Background: an optimization exercise with open tools, aiming at small area. Do not read the settings as production practice. The RTL was checked by simulation tests, not by an equivalence proof against the original design. Power figures rest on the tool's default switching activity, not on a simulated workload.

## try-xenon
==> flow/design.v <==
module lfsr_cnt #(
    parameter W = 17,               
    parameter T = 11,               
    parameter [W-1:0] TERM = 0,     
    parameter [W-1:0] DMASK = 0     
)(
    input wire i_clk,
    input wire i_clr,               
    output wire o_term              
);
    localparam [W-1:0] M = {((W+1)/2){2'b10}};
    reg [W-1:0] r_s;
    wire [W-1:0] w_q = r_s ^ M;
    wire w_fb = ~(w_q[W-1] ^ w_q[T-1]);
    always @(posedge i_clk)
        r_s <= i_clr ? M : ({w_q[W-2:0], w_fb} ^ M);
    assign o_term = ((w_q ^ TERM) & DMASK) == {W{1'b0}};
endmodule
module debouncer (
    input wire i_clk,
    input wire i_srst,
    input wire i_btn,
    output reg o_stable_btn,
    output wire o_rise
);
    wire w_mism = i_btn ^ o_stable_btn;
    wire w_term;
    wire w_flip = w_mism & w_term;
    lfsr_cnt #(.W(17), .T(11), .TERM(17'h038ff), .DMASK(17'h1ffce)) cnt (
        .i_clk(i_clk), .i_clr(i_srst | ~w_mism | w_term), .o_term(w_term));
    always @(posedge i_clk)
        o_stable_btn <= ~i_srst & (o_stable_btn ^ w_flip);
    assign o_rise = w_flip & i_btn;
endmodule
module debouncer_pulse2 (
    input wire i_clk,
    input wire i_srst,
    input wire i_btn,
    output wire o_pulse,
    output wire o_pulse_d
);
    reg r_a, r_b;
    wire w_level = r_a | r_b;
    wire w_mism = i_btn ^ w_level;
    wire w_term;
    wire w_flip = w_mism & w_term;
    lfsr_cnt #(.W(17), .T(11), .TERM(17'h038ff), .DMASK(17'h1ffce)) cnt (
        .i_clk(i_clk), .i_clr(i_srst | ~w_mism | w_term), .o_term(w_term));
    always @(posedge i_clk) begin
        r_a <= ~i_srst & w_level & ~(r_a & r_b & w_flip);
        r_b <= ~i_srst & (r_a ? ~(r_b & w_flip) : (~r_b & w_flip));
    end
    assign o_pulse = ~r_a & r_b;
    assign o_pulse_d = r_a & ~r_b;
endmodule
module one_pulse(
    input wire i_clk,
    input wire i_srst,
    input wire i_rise,
    output reg o_pulse
);
    always @(posedge i_clk)
        o_pulse <= ~i_srst & i_rise;
endmodule
module pin_register(
    input wire i_clk,
    input wire i_srst,
    input wire i_rst,
    input wire i_load_en,
    input wire [3:0] i_sw_val,
    output reg [3:0] o_stored_pin
);
    always @(posedge i_clk) begin
        if (i_srst || i_rst)
            o_stored_pin <= 4'b0000;
        else if (i_load_en)
            o_stored_pin <= i_sw_val;
    end
endmodule
module pin_verifier(
  input wire i_clk,
  input wire i_srst,
  input wire i_rst,
  input wire i_match,          
  input wire i_valid_pulse,
  output wire o_open,
  output wire o_wrong,
  output wire o_lock
);
  reg r_t, r_w, r_y, r_z;
  wire w_clr = i_srst | i_rst;
  wire w_go = i_valid_pulse & ~r_t & ~r_y;    
  always @(posedge i_clk) begin
    r_t <= ~w_clr & w_go;
    r_w <= ~w_clr & (r_t ? (~r_w & ~r_y & ~r_z) : r_w);
    r_y <= ~w_clr & (w_go ? (i_match | r_z) : r_y);
    r_z <= ~w_clr & (w_go ? (~i_match & (r_w | r_z)) : r_z);
  end
  assign o_wrong = r_w;
  assign o_open = ~r_t & r_y & ~r_z;
  assign o_lock = ~r_t & r_y & r_z;
endmodule
module display_driver(
  input wire i_clk,
  input wire i_srst,
  input wire i_rst,
  input wire i_open,
  input wire i_lock,
  output reg [3:0] o_anode,
  output reg [6:0] o_seg
);
  reg [1:0] r_digit;
  wire w_term;
  wire w_clr = i_srst | i_rst;
  lfsr_cnt #(.W(17), .T(11), .TERM(17'h038ff), .DMASK(17'h1ffce)) prescaler (
      .i_clk(i_clk), .i_clr(w_clr | w_term), .o_term(w_term));
  always @(posedge i_clk)
    r_digit <= w_clr ? 2'd0 : r_digit + {1'b0, w_term};
  always @(*) begin
    case (r_digit)
      2'b00: o_anode = 4'b1110;
      2'b01: o_anode = 4'b1101;
      2'b10: o_anode = 4'b1011;
      default: o_anode = 4'b0111;
    endcase
  end
  always @(*) begin
    if (i_open) begin
      case (r_digit)
        2'd0: o_seg = 7'b0101011;  
        2'd1: o_seg = 7'b0000110;  
        2'd2: o_seg = 7'b0001100;  
        default: o_seg = 7'b1000000;  
      endcase
    end else if (i_lock) begin
      case (r_digit)
        2'd0: o_seg = 7'b1111111;  
        2'd1: o_seg = 7'b1001110;  
        2'd2: o_seg = 7'b1000001;  
        default: o_seg = 7'b1000000;  
      endcase
    end else
      o_seg = 7'b0111111;  
  end
endmodule
module uart_tx (
    input wire i_clk,
    input wire i_srst,
    input wire i_rst,
    input wire i_start,
    input wire [4:0] i_code,
    output wire o_tx,
    output wire o_busy
);
    reg [3:0] r_phase;
    wire w_idle = (r_phase == 4'd1);
    wire w_tick;
    lfsr_cnt #(.W(14), .T(1), .TERM(14'h0539), .DMASK(14'h3fbe)) bit_timer (
        .i_clk(i_clk), .i_clr(w_idle | w_tick), .o_term(w_tick));
    always @(posedge i_clk) begin
        if (i_srst || i_rst) r_phase <= 4'd1;
        else if (w_idle) begin
            if (i_start) r_phase <= 4'd6;
        end else if (w_tick) r_phase <= r_phase + 4'd1;
    end
    wire w_b5 = (i_code[4:1] == 4'b1101);
    wire [7:0] w_byte = {1'b0, ~w_b5 & (|i_code), w_b5, i_code};
    assign o_busy = ~w_idle;
    assign o_tx = r_phase[3] ? w_byte[r_phase[2:0]] : (r_phase != 4'd7);
endmodule
module uart_string_sender(
    input wire i_clk,
    input wire i_srst,
    input wire i_rst,
    input wire i_open,
    input wire i_wrong,
    input wire i_lock,
    input wire i_trigger,
    output wire o_tx
);
   reg r_send, r_wait;
   reg [3:0] r_char_idx;
   reg [4:0] r_code;
   reg r_pend_s;
   reg r_uart_start;
   wire w_uart_busy;
   uart_tx tx_inst(
       .i_clk(i_clk), .i_srst(i_srst), .i_rst(i_rst),
       .i_start(r_uart_start), .i_code(r_code),
       .o_tx(o_tx), .o_busy(w_uart_busy));
   wire w_valid = ((i_open | i_lock) & (r_char_idx <= 4'd11)) |
                  (i_wrong & (r_char_idx <= 4'd12));
   reg [7:0] w_char;
   always @(*) begin
       case (r_char_idx)
           4'd0: w_char = "S"; 4'd1: w_char = "T";
           4'd2: w_char = "A"; 4'd3: w_char = "T";
           4'd4: w_char = "U"; 4'd5: w_char = "S";
           4'd6: w_char = ":";
           4'd7: w_char = i_open ? "O" : i_wrong ? "W" : "L";
           4'd8: w_char = i_open ? "P" : i_wrong ? "R" : "O";
           4'd9: w_char = i_open ? "E" : i_wrong ? "O" : "C";
           4'd10: w_char = i_open ? "N" : i_wrong ? "N" : "K";
           4'd11: w_char = i_wrong ? "G" : ";";
           default: w_char = ";";
       endcase
   end
   wire w_load = r_uart_start & ~w_uart_busy;
   localparam [7:0] C_S = "S";
   always @(posedge i_clk) begin
       if (i_srst) begin
           r_send <= 1'b0;
           r_wait <= 1'b0;
           r_uart_start <= 1'b0;
           r_char_idx <= 4'd0;
           r_code <= 5'd0;
           r_pend_s <= 1'b0;
       end else if (i_rst) begin
           r_send <= 1'b0;
           r_wait <= 1'b0;
           r_uart_start <= 1'b0;
           r_char_idx <= 4'd0;
       end else begin
           r_uart_start <= r_send;
           if (r_send) begin
               r_send <= 1'b0;
               r_wait <= w_valid;
               if (w_valid) begin
                   if (w_uart_busy) r_pend_s <= 1'b1;
                   else begin
                       r_code <= w_char[4:0];
                       r_pend_s <= 1'b0;
                   end
               end
           end else if (r_wait) begin
               if (!w_uart_busy && !r_uart_start) begin
                   r_char_idx <= r_char_idx + 1'b1;
                   r_send <= 1'b1;
                   r_wait <= 1'b0;
               end
           end else if (i_trigger) begin
               r_char_idx <= 4'd0;
               r_send <= 1'b1;
           end
           if (w_load) begin
               if (r_pend_s) r_code <= C_S[4:0];
               r_pend_s <= 1'b0;
           end
       end
   end
endmodule
module top_module(
    input wire clk,
    input wire rst,  
    input wire btnR, btnL, btnD,  
    input wire [3:0] sw,
    output wire [3:0] an,
    output wire [6:0] seg,
    output wire uart_tx_out
);
    wire [3:0] w_stored_pin;
    wire w_open, w_wrong, w_lock;
    wire w_deb_L, w_deb_R;
    wire w_rise_L, w_rise_R;
    wire w_pulse_L, w_pulse_R, w_pulse_D;
    debouncer dbL(.i_clk(clk), .i_srst(rst), .i_btn(btnL), .o_stable_btn(w_deb_L), .o_rise(w_rise_L));
    one_pulse opL(.i_clk(clk), .i_srst(rst), .i_rise(w_rise_L), .o_pulse(w_pulse_L));
    wire w_trigger;
    debouncer_pulse2 dbD(.i_clk(clk), .i_srst(rst), .i_btn(btnD), .o_pulse(w_pulse_D), .o_pulse_d(w_trigger));
    debouncer dbR(.i_clk(clk), .i_srst(rst), .i_btn(btnR), .o_stable_btn(w_deb_R), .o_rise(w_rise_R));
    one_pulse opR(.i_clk(clk), .i_srst(rst), .i_rise(w_rise_R), .o_pulse(w_pulse_R));
    pin_register master_pin_reg(
         .i_clk(clk), .i_srst(rst), .i_rst(w_pulse_R),
         .i_load_en(w_pulse_L), .i_sw_val(sw), .o_stored_pin(w_stored_pin));
    pin_verifier core_logic(
         .i_clk(clk), .i_srst(rst), .i_rst(w_pulse_R),
         .i_match(sw == w_stored_pin), .i_valid_pulse(w_pulse_D),
         .o_open(w_open), .o_wrong(w_wrong), .o_lock(w_lock));
    display_driver display_unit(
         .i_clk(clk), .i_srst(rst), .i_rst(w_pulse_R),
         .i_open(w_open), .i_lock(w_lock), .o_anode(an), .o_seg(seg));
    uart_string_sender uart_logger(
         .i_clk(clk), .i_srst(rst), .i_rst(w_pulse_R),
         .i_open(w_open), .i_wrong(w_wrong), .i_lock(w_lock),
         .i_trigger(w_trigger), .o_tx(uart_tx_out));
endmodule
Settings: LEC_CHECK=0, ABC_AREA=1, ABC_CLOCK_PERIOD_IN_PS=10000, CAP_MARGIN=20, CORE_MARGIN=2, CORE_UTILIZATION=40, CTS_BUF_LIST=sky130_fd_sc_hd__clkbuf_4, SLEW_MARGIN=20; clock period 10.0 ns.
standard.sh (not shown) runs the stock make flow with config.mk's settings and CLKGATE_MAP_FILE= SYNTH_SCRIPT=/design/flow/synth_recipe.tcl, a recipe that flattens the netlist after the stock synthesis.
==> flow/flow/run.sh <==
#!/bin/bash
# Own layout flow: the standard ORFS flow (standard.sh) with these changes:
#  - half/full adder cells are not used, so synthesis does not extract adders
#    (it otherwise maps plain AND gates of counter bits into half adders);
#  - after the standard synthesis, the combinational logic between the
#    registers is mapped again with a stronger ABC script (resyn.tcl, with
#    ABC's deepsyn) from several random seeds; the smallest result that is
#    proved equivalent to the standard netlist (cec.sh) is used. The
#    register cells are left untouched;
#  - clock tree synthesis inserts no dummy load cells;
#  - ports are buffered with buf_1 cells.
# Logs: standard.log (make output), resyn_S.log (Yosys/ABC, seed S),
# cec.log (proof); ORFS's own logs stay under orfs/logs.
set -euo pipefail
W=$PWD
F=$W/flow
export LIBERTY=$FLOW_HOME/platforms/sky130hd/lib/sky130_fd_sc_hd__tt_025C_1v80.lib
export YOSYS=$FLOW_HOME/../tools/install/yosys/bin/yosys
R=$W/orfs/results/sky130hd/top_module/base
PLAT_DU=$(sed -n '/^export DONT_USE_CELLS += /,/^$/p' "$FLOW_HOME/platforms/sky130hd/config.mk" \
  | tr -d '\\' | sed 's/export DONT_USE_CELLS += //' | tr -s ' \n' ' ')
DU="$PLAT_DU sky130_fd_sc_hd__ha_1 sky130_fd_sc_hd__ha_2 sky130_fd_sc_hd__ha_4 sky130_fd_sc_hd__fa_1 sky130_fd_sc_hd__fa_2 sky130_fd_sc_hd__fa_4"
export CTS_ARGS="-sink_clustering_enable -repair_clock_nets -dont_use_dummy_load -buf_list sky130_fd_sc_hd__clkbuf_4"
export BUFFER_PORTS_ARGS="-buffer_cell sky130_fd_sc_hd__buf_1"

bash standard.sh "DONT_USE_CELLS=$DU" synth > standard.log 2>&1

cp "$R/1_2_yosys.v" "$W/std_netlist.v"
ABC_DONT_USE=""
for c in $DU; do ABC_DONT_USE="$ABC_DONT_USE -dont_use $c"; done
export ABC_DONT_USE

resyn() {
  local s=$1
  printf 'strash\n&get -n\n&deepsyn -T 40 -S %s\n&put\ndch\nmap -a\n' "$s" > "$W/deep_$s.abc"
  NETLIST_IN="$W/std_netlist.v" NETLIST_OUT="$W/resyn_$s.v" TOP=$FLOW_TOP \
    ABC_SCRIPT="$W/deep_$s.abc" STAT_OUT="$W/resyn_stat_$s.txt" \
    "$YOSYS" -c "$F/resyn.tcl" > "$W/resyn_$s.log" 2>&1 || true
}
for batch in "1 2 3 4" "5 6 7 8"; do
  for s in $batch; do resyn $s & done
  wait
done

used=0
for s in $(for s in 1 2 3 4 5 6 7 8; do
             a=$(awk '/Chip area/ {print $NF}' "$W/resyn_stat_$s.txt" 2>/dev/null || true)
             [ -n "$a" ] && echo "$a $s"
           done | sort -n | awk '{print $2}'); do
  if bash "$F/cec.sh" "$W/std_netlist.v" "$W/resyn_$s.v" "$W/cec.log"; then
    echo "resynthesised netlist (seed $s) proved equivalent; using it" >> standard.log
    cp "$W/resyn_$s.v" "$R/1_2_yosys.v"
    rm -f "$R/1_synth.odb" "$R/1_synth.sdc"
    used=1
    break
  fi
done
[ $used = 1 ] || echo "resynthesis not used" >> standard.log

bash standard.sh "DONT_USE_CELLS=$DU" finish >> standard.log 2>&1
==> flow/flow/resyn.tcl <==
# Re-map the combinational logic of the standard synthesis netlist with a
# stronger ABC script. Register cells are blackboxes here, so the registers
# (names, count and cell types) stay exactly the standard synthesis's.
yosys -import
set lib $::env(LIBERTY)
read_liberty -ignore_miss_func $lib
foreach c {dfxtp_1 dfxtp_2 dfxtp_4 conb_1} {
  catch { yosys blackbox sky130_fd_sc_hd__$c }
}
read_verilog -defer $::env(NETLIST_IN)
hierarchy -top $::env(TOP)
flatten
delete t:\$scopeinfo
opt_clean
abc -liberty $lib {*}$::env(ABC_DONT_USE) -script $::env(ABC_SCRIPT)
opt_clean -purge
splitnets
opt_clean -purge
hilomap -singleton -hicell sky130_fd_sc_hd__conb_1 HI -locell sky130_fd_sc_hd__conb_1 LO
insbuf -buf sky130_fd_sc_hd__buf_4 A X
tee -o $::env(STAT_OUT) stat -liberty $lib
write_verilog -noattr -nohex -nodec $::env(NETLIST_OUT)
Other scripts of this flow, unchanged in this note and not shown: flow/flow/cec.sh, flow/flow/cutff.py
try-xenon | status: complete | timing, DRC, antenna: pass
--- input diff try-xenon..try-sierra ---
Settings: CORE_UTILIZATION: 40 -> 70; CTS_BUF_LIST: sky130_fd_sc_hd__clkbuf_4 -> unset; PLACE_DENSITY: unset -> 0.85.
==> flow/flow/run.sh <==
#!/bin/bash
# Own layout flow: the standard ORFS flow (standard.sh) with these changes:
#  - half/full adder cells are not used, so synthesis does not extract adders
#    (it otherwise maps plain AND gates of counter bits into half adders);
#  - after the standard synthesis, the combinational logic between the
#    registers is mapped again with a stronger ABC script (resyn.tcl); the
#    register cells are left untouched, and the new netlist is proved
#    equivalent to the standard one (cec.sh) before it is used;
#  - clock tree synthesis inserts no dummy load cells;
#  - ports are buffered with buf_1 cells.
# Logs: standard.log (make output), resyn.log (Yosys/ABC), cec.log (proof);
# ORFS's own logs stay under orfs/logs.
set -euo pipefail
W=$PWD
F=$W/flow
export LIBERTY=$FLOW_HOME/platforms/sky130hd/lib/sky130_fd_sc_hd__tt_025C_1v80.lib
export YOSYS=$FLOW_HOME/../tools/install/yosys/bin/yosys
R=$W/orfs/results/sky130hd/top_module/base
PLAT_DU=$(sed -n '/^export DONT_USE_CELLS += /,/^$/p' "$FLOW_HOME/platforms/sky130hd/config.mk" \
  | tr -d '\\' | sed 's/export DONT_USE_CELLS += //' | tr -s ' \n' ' ')
DU="$PLAT_DU sky130_fd_sc_hd__ha_1 sky130_fd_sc_hd__ha_2 sky130_fd_sc_hd__ha_4 sky130_fd_sc_hd__fa_1 sky130_fd_sc_hd__fa_2 sky130_fd_sc_hd__fa_4"
export CTS_ARGS="-sink_clustering_enable -repair_clock_nets -dont_use_dummy_load -buf_list sky130_fd_sc_hd__clkbuf_4"
export BUFFER_PORTS_ARGS="-buffer_cell sky130_fd_sc_hd__buf_1"

bash standard.sh "DONT_USE_CELLS=$DU" synth > standard.log 2>&1

cp "$R/1_2_yosys.v" "$W/std_netlist.v"
ABC_DONT_USE=""
for c in $DU; do ABC_DONT_USE="$ABC_DONT_USE -dont_use $c"; done
if NETLIST_IN="$W/std_netlist.v" NETLIST_OUT="$W/resyn_netlist.v" TOP=$FLOW_TOP \
   ABC_SCRIPT="$F/deep.abc" ABC_DONT_USE="$ABC_DONT_USE" STAT_OUT="$W/resyn_stat.txt" \
   "$YOSYS" -c "$F/resyn.tcl" > resyn.log 2>&1 \
   && bash "$F/cec.sh" "$W/std_netlist.v" "$W/resyn_netlist.v" "$W/cec.log"; then
  echo "resynthesised netlist proved equivalent; using it" >> standard.log
  cp "$W/resyn_netlist.v" "$R/1_2_yosys.v"
  rm -f "$R/1_synth.odb" "$R/1_synth.sdc"
else
  echo "resynthesis not used" >> standard.log
fi

bash standard.sh "DONT_USE_CELLS=$DU" finish >> standard.log 2>&1
==> flow/flow/deep.abc (new file) <==
strash
&get -n
&deepsyn -T 60
&put
dch
map -a
Results
try-sierra vs try-xenon — layout-stage area growth over the synthesis result dropped 1.5 points. met3 track demand over resource in global routing up 2.1 points in try-sierra wrt try-xenon. try-sierra vs try-xenon — synthesized cell count climbed by a few percent. Of try-xenon and try-sierra, the run reporting the lower part of the cycle the worst path needs was try-sierra. Worst hold slack: higher on try-xenon. [compare] base=try-xenon new=try-sierra: minimum clock period shows a reduction of 0.37 ns, worst-case headroom to the max-slew limit climbed 3.6 points, global-route usage rose by 13 points.
Edits applied to the flow inputs when going from try-sierra to try-tundra:
Settings: CORE_UTILIZATION changed from 70 to 40; CTS_BUF_LIST newly set to sky130_fd_sc_hd__clkbuf_4; PLACE_DENSITY removed (was 0.85).
--- outcome ---
- The origin of the worst setup path comes out rst in one run and core_logic.r_y$_DFF_P_ in the other, namely in try-sierra and try-tundra respectively.
- try-tundra vs. try-sierra: fraction of area in registers lower; final wirelength lower; sequential cell power lower.
- Summary of try-tundra over try-sierra: detailed route wirelength on metal3 -180 um, switching share of total power ~0 delta, number of well-tap cells placed +about 80%, total chip power +about 0.37%.
- Taking try-sierra as the reference, in try-tundra insertion delay of the later-clocked pin in the worst-skew pair ~0 delta, combinational power share moved up, number of multi-input combinational cells in the layout decreased about 1.7%.
- NOTE post-route met1 wirelength try-sierra->try-tundra increased by more than 10%

[afterwards: timing with drivers on the ports]
How much do the figures lean on ideal ports? The routed layouts below were timed once more, with nothing changed but the port constraints.
Step 1, drivers: a clkbuf_16 drives clk and a buf_2 each remaining input, both assumed.
Step 2, shift: input delay + t, output delay - t, t = (earliest + latest rising clock arrival at the registers) / 2. This alone moves slack from input paths to output paths.
Slacks: ideal ports / drivers / drivers and shift; pairs: ideal ports / drivers.
run | t, ns | setup slack, ns | worst slew at a driven data input, ns
try-xenon | 0.492 | 5.611 / 5.612 / 5.120 | 0.05
try-sierra | 0.508 | 5.982 / 5.980 / 5.473 | 0.04
try-tundra | 0.495 | 6.032 / 6.003 / 5.902 | 0.04
After both steps setup and hold are still met in every run listed. The setup slack of try-sierra, which loses most, moves by -0.002 ns with the drivers and by -0.509 ns with both steps.
